Background: an optimization exercise with open tools, aiming at small area. Do not read the settings as production practice. In this exercise RTL edits were held to simulation tests only and were not proved equivalent to the original. Power figures rest on the tool's default switching activity, not on a simulated workload.

[design/flow/design.v]
`timescale 1ns / 1ps
module ad_mux(D0, D1, D2, D3, D4, D5, D6, D7, select, Y);
input  [ 3:0] D0;
input  [ 3:0] D1;
input  [ 3:0] D2;
input  [ 3:0] D3;
input  [ 3:0] D4;
input  [ 3:0] D5;
input  [ 3:0] D6;
input  [ 3:0] D7;
input  [ 2:0] select;
output reg [ 3:0] Y;
always @ *
	case(select)
		3'b000:  Y = D0;
		3'b001:  Y = D1;
		3'b010:  Y = D2;
		3'b011:  Y = D3;
		3'b100:  Y = D4;
		3'b101:  Y = D5;
		3'b110:  Y = D6;
		3'b111:  Y = D7;
		default: Y = D0;
	endcase 
endmodule
`timescale 1ns / 1ps
module hex_to_7seg(state, hex_out);
	input      [3:0] state;
	output reg [6:0] hex_out;
	always @(*)
		case (state)
			4'h0: hex_out = 7'b0000001;
			4'h1: hex_out = 7'b1001111;
			4'h2: hex_out = 7'b0010010;
			4'h3: hex_out = 7'b0000110;
			4'h4: hex_out = 7'b1001100;
			4'h5: hex_out = 7'b0100100;
			4'h6: hex_out = 7'b0100000;
			4'h7: hex_out = 7'b0001111;
			4'h8: hex_out = 7'b0000000;
			4'h9: hex_out = 7'b0000100;
			4'hA: hex_out = 7'b0001000;
			4'hB: hex_out = 7'b1100000;
			4'hC: hex_out = 7'b0110001;
			4'hD: hex_out = 7'b1000010;
			4'hE: hex_out = 7'b0110000;
			default: hex_out = 7'b0111000;
		endcase
endmodule
`timescale 1ns / 1ps
module Pixel_clk(clk_in, reset, tick);
	input  clk_in, reset;
	output tick;
	reg [13:0] count;
	assign tick = (count == 14'd12499);
	always @(posedge clk_in, posedge reset)
		if (reset)     count <= 14'd0;
		else if (tick) count <= 14'd0;
		else           count <= count + 14'd1;
endmodule
`timescale 1ns / 1ps
module Pixel_controller(clk, reset, tick, anodes, select);
	input        clk, reset, tick;
	output reg [7:0] anodes;
	output reg [2:0] select;
	reg [2:0] state;
	always @(posedge clk, posedge reset)
		if (reset)     state <= 3'd0;
		else if (tick) state <= state + 3'd1;
	always @(*) begin
		select = state;
		case (state)
			3'd0: anodes = 8'b11111110;
			3'd1: anodes = 8'b11111101;
			3'd2: anodes = 8'b11111011;
			3'd3: anodes = 8'b11110111;
			3'd4: anodes = 8'b11101111;
			3'd5: anodes = 8'b11011111;
			3'd6: anodes = 8'b10111111;
			default: anodes = 8'b01111111;
		endcase
	end
endmodule
`timescale 1ns / 1ps
module Display_controller(clk, reset, d0, d1, d2, d3, d4, d5, d6, d7, anodes, 
								 hex_out);
		input clk, reset;
		input  [3:0] d0, d1, d2, d3, d4, d5, d6, d7;
		output [6:0] hex_out; 
		output [7:0] anodes;
		wire   [3:0] y; 
		wire		  ticking;
		wire [2:0] select;
		Pixel_clk	ld_clk(.clk_in(clk), .reset(reset),.tick(ticking));
		Pixel_controller led_controller(.clk(clk), .reset(reset), .anodes(anodes), 
												  .select(select),.tick (ticking));
		ad_mux     mux(.D0(d0), .D1(d1), .D2(d2), .D3(d3),.D4(d4), 
								.D5(d5), .D6(d6), .D7(d7), .select(select),  .Y(y));
		hex_to_7seg	seg(.state(y), .hex_out(hex_out));
endmodule
`timescale 1ns / 1ps
module vga_sync(clk, reset,
					 hsync, vsync
					, pixel_x, pixel_y, video_on
					 );
	input clk, reset;
	output reg  [9:0] pixel_x, pixel_y;
	output hsync, vsync, video_on;
	wire v_scan_on, h_scan_on;	
	reg [1:0] count;
	reg [1:0] n_count;
	wire tick;
	assign tick = (count == 3) ? 1'b1: 1'b0;  
	always @ (posedge clk, posedge reset)  
		if(reset) count <= 2'b0; 
		else 	    count <= n_count;
	always @(*)
		n_count = (tick) ? 2'b0: count + 2'b1;  
	reg [9:0] H_count, nH_count;
	reg [9:0] V_count, nV_count;
	reg H_sync, V_sync;
	wire nV_sync, nH_sync;
	reg [11:0] RGB;
	wire v_end, h_end, high_signal;
	always @(posedge clk, posedge reset)
		if(reset) begin
			 H_count <= 0;
			 V_count <= 0;
			 H_sync <= 0;
			 V_sync <= 0;
		end
	else
		begin
			 H_count <= nH_count;
			 V_count <= nV_count;
			 H_sync  <= nH_sync;
			 V_sync  <= nV_sync;
		end
	assign high_signal = tick;
	assign h_end = (H_count == 799) ? 1: 0;
	assign v_end = (V_count == 524) ? 1: 0;
	always @ (*)
		if(high_signal)  
			if (h_end) nH_count = 1'b0;
				else 	  nH_count = H_count + 1'b1;
		else 
			nH_count = H_count;
	always @ (*) 
		if(h_end & high_signal)  
			if (v_end) nV_count = 1'b0;
				else    nV_count = V_count + 1'b1;
		else
			nV_count = V_count;
	assign nH_sync = (H_count >= 656 && 
							H_count <= 751);
	assign nV_sync = (V_count >= 490 && 
							V_count <= 491);
	always @(posedge clk, posedge reset)
		if (reset) begin 
			pixel_x <= 10'b0;
			pixel_y <= 10'b0;
			end
		else begin
		pixel_x <= H_count;
		pixel_y <= V_count; 
		end
	assign h_scan_on = (0<= pixel_x &&  pixel_x < 640);
	assign v_scan_on = (0<= pixel_y &&  pixel_y < 480);
	assign video_on = h_scan_on && v_scan_on;
	assign hsync   = ~H_sync;
	assign vsync   = ~V_sync; 
endmodule
`timescale 1ns / 1ps
module pong_animated(clk, reset, sw, video_on, pixl_x, pixl_y, RGB,
							color_sw,  score1_counter, score2_counter,
							cheat, test_fast);
	input  clk, reset, video_on, cheat, test_fast;
	input [3:0] sw; 
	input [11:0] color_sw; 
	input [9:0] pixl_x, pixl_y;
	output [3:0] score1_counter, score2_counter;
	reg    [3:0] score1_counter, score2_counter;	
	output[11:0] RGB; 
	reg   [11:0] RGB;
	parameter velocityP = 3;
	wire restart, restart2; 
	wire tick_60Hz; 
	assign tick_60Hz = (pixl_x == 0 ) && ((pixl_y == 481) || test_fast);
	parameter top_boundary    = 1,
				 bottom_boundary = 480, 
				 right_boundary  = 640;
	parameter 	leftpaddle = 600,
					rightpaddle = 603,
					big_pad = 400;
	wire pad_on; 
	wire [11:0] pad_rgb;
	reg [9:0] paddle_top_reg, n_paddle_top_reg;
	wire [9:0] top_pad, bot_pad; 
	assign top_pad = paddle_top_reg; 
	assign bot_pad = top_pad + 71;
	assign pad_on = (leftpaddle <= pixl_x) && (pixl_x <= rightpaddle) &&
						 (top_pad <= pixl_y) && (pixl_y <= bot_pad);
	assign pad_rgb = 12'h0F0;  
	always @ (*)
	begin
		n_paddle_top_reg = paddle_top_reg; 
		if(tick_60Hz)
			if (sw[1] & (bot_pad < 480))   
				n_paddle_top_reg = paddle_top_reg + velocityP;
			else if (sw[0] & (top_pad > 1 )) 
				n_paddle_top_reg = paddle_top_reg - velocityP;
	end
	parameter left_paddle_2 = 40,		
				 right_paddle_2 = 43; 
	wire pad_on_2; 
	wire [11:0] pad_rgb_2; 
	reg [9:0] paddle_top_reg_2, n_paddle_top_reg_2; 
	wire [9:0] top_pad_2, bot_pad_2; 
	assign top_pad_2 = paddle_top_reg_2; 
	assign bot_pad_2 = (cheat)? (top_pad_2 + big_pad) :
										 (top_pad_2 + 72 ); 
	assign pad_on_2 = (left_paddle_2 <= pixl_x) && (pixl_x<= right_paddle_2) &&
							 (top_pad_2 <= pixl_y) && (pixl_y <= bot_pad_2); 
	assign pad_rgb_2 = 12'h0F0; 
	always @ (*)
	begin
		n_paddle_top_reg_2 = paddle_top_reg_2; 
		if(tick_60Hz)
			if (sw[3]  & (bot_pad_2 < 480))      
				n_paddle_top_reg_2 = paddle_top_reg_2 + velocityP;
			else if (sw[2] & (top_pad_2 > 1 ))  
				n_paddle_top_reg_2 = paddle_top_reg_2 - velocityP;
	end
	parameter 	ball_size =  8,
					pos_speed =  1,
					neg_speed = -1; 
	wire 			ball_on;
	wire [11:0] ball_rgb; 
	wire [9:0] top_ball, bot_ball;
	wire [9:0] left_ball, right_ball;
	reg  [9:0]  ball_x_reg, ball_y_reg;
	wire [9:0]  n_ball_x_reg, n_ball_y_reg;
	reg [9:0] delta_x,  delta_y; 
	reg [9:0] n_delta_x, n_delta_y; 
	assign top_ball = ball_y_reg; 
	assign bot_ball = top_ball + ball_size -1;
	assign left_ball = ball_x_reg;
	assign right_ball = left_ball + ball_size - 1; 
	assign ball_on = (top_ball <= pixl_y)  && (pixl_y <= bot_ball) &&
						  (left_ball <= pixl_x) && (pixl_x <= right_ball); 
	assign ball_rgb = 12'hF00;  
	assign n_ball_x_reg = (tick_60Hz) ? (ball_x_reg + delta_x) : ball_x_reg; 
	assign n_ball_y_reg = (tick_60Hz) ? (ball_y_reg + delta_y) : ball_y_reg; 
	always @ (*)  
		begin
			n_delta_x = delta_x;  
			n_delta_y = delta_y; 
			if (top_ball <= 1 )  
				n_delta_y = pos_speed;  
			else if (bot_ball >= 479)  
				n_delta_y = neg_speed;  
			else if ((right_paddle_2 > left_ball) && (left_ball> left_paddle_2) &&
						(top_pad_2 <= bot_ball) && (top_ball <= bot_pad_2))
				n_delta_x = pos_speed;
			else if ((600 <= right_ball)  && (right_ball <= 603) &&
						(top_pad <= bot_ball) && (top_ball <= bot_pad))
				n_delta_x = neg_speed; 	
			end
	assign restart  = (right_ball==639) ? 1'b1 : 1'b0;
	assign restart2 = (left_ball == 1 ) ? 1'b1 : 1'b0; 
 	always @(posedge clk)
		if (reset) 
			begin
					score1_counter <= 0; 
					score2_counter <= 0;
			end
		else if (restart) 
			score1_counter <= score1_counter + 1'b1; 
		else if (restart2)
			score2_counter <= score2_counter + 1'b1; 
	always @ ( posedge clk, posedge reset)
		if(reset)
			begin
				paddle_top_reg <= 220;
				paddle_top_reg_2 <= 220; 
				ball_x_reg 		<= 36;
				ball_y_reg 		<= 0;
				delta_x 			<= 1;
				delta_y 			<= 1;			
			end 	
	else if (restart)
		 begin
				paddle_top_reg <= n_paddle_top_reg;
				paddle_top_reg_2 <= n_paddle_top_reg_2;				
				ball_x_reg 		<= 36;
				ball_y_reg 		<= 0;
				delta_x 			<= 1;
				delta_y 			<= 1;			
			end
	else if (restart2)
		 begin
				paddle_top_reg <= n_paddle_top_reg;
				paddle_top_reg_2 <= n_paddle_top_reg_2;				
				ball_x_reg 		<= 444;
				ball_y_reg 		<= 0;
				delta_x 			<= -1;
				delta_y 			<= -1;			
			end
		else 
			begin
				paddle_top_reg <= n_paddle_top_reg;
				paddle_top_reg_2 <= n_paddle_top_reg_2;
				ball_x_reg 		<= n_ball_x_reg;
				ball_y_reg 		<= n_ball_y_reg;
				delta_x 		   <= n_delta_x;
				delta_y    		<= n_delta_y; 
			end 
	always @(*)
	if (~video_on)
		RGB = 12'h000;  
	else 
		if (pad_on_2)
			RGB = pad_rgb_2; 
		else if (pad_on)
			RGB = pad_rgb;
		else if (ball_on)
			RGB = ball_rgb; 
		else 
			RGB = color_sw; 
endmodule
`timescale 1ns / 1ps
module Pong_Finished(clk, reset, button,switch, hsync, vsync, RGB,
							D0, D1, D2, D3, D4, D5, D6, D7, anodes, 
							hex_out, cheat, test_fast);
	input 		  clk, reset,cheat, test_fast;
	input  [3:0]  button; 
	input  [11:0] switch;
	input 		  D0, D1, D2, D3, D4, D5, D6, D7; 
	output [7:0] anodes;
	output [6:0] hex_out; 
	output 		 hsync, vsync; 
	output [11:0] RGB;
	wire [9:0] pix_x, pix_y;
	wire on_vid;
	reg [11:0] ps_rgb;
   wire [11:0]	ns_rgb;
	wire [3:0] counter, counter2; 
	vga_sync syncrhonization(.clk(clk), .reset(reset),
									 .hsync(hsync), .vsync(vsync),
									 .pixel_x(pix_x), .pixel_y(pix_y), 
									 .video_on(on_vid)
									 );
    pong_animated animate_me (.clk(clk),  .reset(reset), 
									  .sw(button),.video_on(on_vid), 
									  .pixl_x(pix_x), .pixl_y(pix_y),
									  .RGB(ns_rgb),
									  .color_sw(switch),
									  .score1_counter(counter),
									  .score2_counter(counter2),
									  .cheat(cheat),
									  .test_fast(test_fast)
									  );					 
 Display_controller display (.clk(clk), .reset(reset), 
									 .d0(counter2), .d1(4'b0), .d2(4'b0), 
									 .d3(4'b0), .d4(counter),.d5(4'b0), 
									 .d6(4'b0), .d7(4'b0), 
									 .anodes(anodes), 
								    .hex_out(hex_out)
									 ); 
	always @(posedge clk, posedge reset)
		if (reset) ps_rgb <= 12'hFFF;
		else ps_rgb <= ns_rgb;
	 assign RGB = ps_rgb;
endmodule
[design/flow/run.sh]
#!/bin/bash
# synth_recipe.tcl (not shown) runs the flow's synth.tcl, then flattens the netlist and writes it again
# the make line also repeats each setting of config.mk as NAME=value (left out here)
make -C /OpenROAD-flow-scripts/flow DESIGN_CONFIG=/design/flow/config.mk WORK_HOME=/design/flow/orfs CLKGATE_MAP_FILE= SYNTH_SCRIPT=/design/flow/synth_recipe.tcl finish
[design/flow/config.mk]
export PLATFORM = sky130hd
export DESIGN_NAME = Pong_Finished
export DESIGN_NICKNAME = Pong_Finished
export VERILOG_FILES = /design/flow/design.v
export SDC_FILE = /design/flow/constraint.sdc
export NUM_CORES = 4
export LEC_CHECK = 0
export CAP_MARGIN = 20
export CORE_MARGIN = 2
export CORE_UTILIZATION = 40
export PLACE_DENSITY = 0.6
export SLEW_MARGIN = 20
[design/flow/constraint.sdc]
create_clock -name core_clock -period 10.0 [get_ports {clk}]
set_input_delay 2.0000 -clock core_clock [delete_from_list [all_inputs] [get_ports {clk}]]
set_output_delay 2.0000 -clock core_clock [all_outputs]
set_load 0.01 [all_outputs]
==> run notes <==
Mapped Cells=1145; Final nets=1387; met2 WL=12500 um; synthesized cell area=10600 um2; RSZ-0062 raised after global routing=false; skew final=11.0 ps; max FFs per register=14; Max Used Layer=met4; R2R cell count=16; Seq/Total Area, Yosys=29.0%; final setup violation count=0; Max Freq=0.168 GHz; status=complete, no violations; GPL Wtd Cong=0.860; CP Launch Type=input port; Max-Cap Viols=0; Synth top cells by count=166 x ha_1, 95 x nand2_1, 91 x dfrtp_1, 87 x a21oi_1, 79 x inv_1; worst relative slew slack=28.9%; hold_buf cts=0; CTS resizes=0; Hold Fails Final Rpt=0; CP endpoint kind=register; leakage=5.34 nW; Mean Syn Cell Area=9.23 um2; Tcrit/Tclk final=59.6%; #FFs+latches synth=123; M1 WL=12400 um; Die ar.=27700 um2; CTS Sinks=123; antenna violations before repair=0; TritonCTS clock tree=done; Tot GR Track Use=19.3%; Post-CTS Setup Inserts=0; Synthesis Warnings=7; top cell type's share of synthesized area=21.6%; power density over cell area=309 nW/um2; critical path arrival=6270 ps; min cycle time layout=5960 ps; reg-to-reg slack, setup=5340 ps; Post-DP HPWL=19400 um; Yosys top cell by area=dfrtp_1; Row Count=59; largest net degree at the start of global routing=77; Avg WL per Cell=17.1 um; DR vias/cell=5.53; syn_nets=1343; Design Power=3.70 mW; Post-Route WL=26300 um; clock latency (worst-skew pair)=430 ps; peak supply drop=0.132 mV; ys async rst share=93.5%; Crit. Startpoint=cheat; vias in the first global route=8388; placed inst area=11300 um2; CP endpoint=animate_me.paddle_top_reg_2[9]; Final TNS setup=0 ps; top-count cell post-synth=ha_1; first-pass GRT wire length=43400 um; final core occ=46.0%; root buf cell=clkbuf_16; cts bufs inserted=17; Area Overhead vs Synth=13.2%; worst reg2reg path endpoint=animate_me.paddle_top_reg[9]; Synth cell types=99; final instance area=12000 um2; Top Ports=57; Hold Crit Class=reg2reg; Post-synth top flop=dfrtp_1; FF-to-FF Start=animate_me.paddle_top_reg[0]; Post-DRT Antenna Nets=0; EDFF count, synth=0; I/O Buffers=48; share of cells above drive strength 1=8.74%; data required time at the worst endpoint=10310 ps; Reg with most FFs=display.ld_clk.count; Worst-Margin Slew=1070 ps; CTS clk-pin slew, worst paths=70 ps; Vias=8495; DR DRC count=0; Initial Util=40.7%; metal3 WL=946 um; CP Max Fanout=11; total core area=26000 um2; total gr overflow=0; drt pass-1 iters=5; Die Ht=167 um; CTS H-tree depth=4; max-slew violations=0; Area contributors post-synth=dfrtp_1 22%, ha_1 20%, dfstp_2 6.0%; DRT iter0 DRCs=558; # diodes=0; largest registers=display.ld_clk.count x14, ps_rgb x12; deepest clock path buffer count=2; Die W=167 um; CP Class=in2reg
[worst max-delay path, cell delays in order]
cell and delay [ps]:
clkdlybuf4s50_1 750, a21bo_2 270, o22ai_1 170, xnor2_1 130
or4_1 540, nand3_1 320, inv_1 170, ha_1 290
a21o_1 180, a21oi_1 220, o21bai_1 110, a2111oi_0 550
o31ai_1 190, mux2i_1 170, nor2_1 60, xor2_1 140
[per-layer routing]
metal,GRT usage (%),vias up
li1,-,4213
met1,25.3,4080
met2,32.9,156
met3,2.99,46
met4,5.88,0
met5,0,-
[cells by family (layout without fill, tap and decap cells)]
kind of cell | after synthesis | in the layout | synth area share, %
buffers and inverters | 111 | 168 | 4.62
adder cells (fa/ha/maj) | 177 | 177 | 21.1
XOR/XNOR | 111 | 111 | 10.3
AO/OA/AOI/OAI | 275 | 275 | 17.0
flip-flops | 123 | 123 | 29.0
multiplexers | 12 | 12 | 1.20
AND/OR/NAND/NOR | 336 | 336 | 16.7
[cell usage in the layout, fill, tap and decap left out, types with 11 or more instances in the layout]
cell type	n
inv_1	78
dfrtp_1	91
or3_1	11
nand3_1	24
o21bai_1	12
and3_1	11
clkbuf_16	17
ha_1	166
xnor2_1	65
nand2_1	95
a21oi_1	87
nand4_1	35
xor2_1	37
o21ai_0	50
clkdlybuf4s50_1	48
dfstp_2	24
o21a_1	12
a21o_1	39
nor2_1	68
[through the flow]
stage / hold WS (ps) / instances / worst slack [ps]
2_1_floorplan: 374 / 1145 / 4610
3_3_place_gp: 399 / 1504 / 3570
3_5_place_dp: 404 / 1504 / 3560
4_1_cts: 418 / 1536 / 4040
5_1_grt: 430 / 1537 / 3690
6_report: 415 / 1537 / 4040
[cell type report]
class | instances | area (um2)
repair buffers | 57 | 568
clock buffers | 18 | 429
clock inverters | 14 | 161
inverters | 79 | 299
flip-flops and latches | 123 | 3070
multi-input cells | 911 | 7020
fillers | 2480 | 14000
well taps | 335 | 419
[worst min path at each step]
stage,from,end,slack (ps),cells past startpoint
after global placement,syncrhonization.H_count[3],syncrhonization.pixel_x[3],400,0
after CTS,syncrhonization.H_count[3],syncrhonization.pixel_x[3],420,0
after detailed placement,syncrhonization.H_count[3],syncrhonization.pixel_x[3],400,0
after global routing,syncrhonization.count[0],syncrhonization.count[0],430,1
after floorplan,syncrhonization.H_count[3],syncrhonization.pixel_x[3],370,0
final,syncrhonization.H_count[3],syncrhonization.pixel_x[3],410,0
[power breakdown]
part           internal [mW]  switching [mW]  leakage (nW)  total (mW)
logic                   1.03            1.10          3.57        2.13
registers              0.627           0.301          1.48       0.928
clock network          0.374           0.265         0.289       0.638

[static timing again, ports no longer ideal]
The flow's constraints put no driver on any port. The routed layout listed below was extracted and timed again, unchanged, in two steps.
Step 1, drivers: a clkbuf_16 drives clk and a buf_2 each remaining input, both assumed.
Step 2 times the ports against the registers' clock, not the clock port: input delays grow and output delays shrink by t, the midpoint of the rising clock arrivals with the driver on.
Slacks: ideal ports / drivers / drivers and shift; pairs: ideal ports / drivers.
shift t [ns]: 0.471
setup slack, ns: 4.040 / 4.056 / 3.586
worst register clock-pin slew, ns: 0.07 / 0.07
After both steps this run still meets setup and hold. For this run, drivers alone change the setup slack by +0.016 ns; drivers and shift together by -0.454 ns.
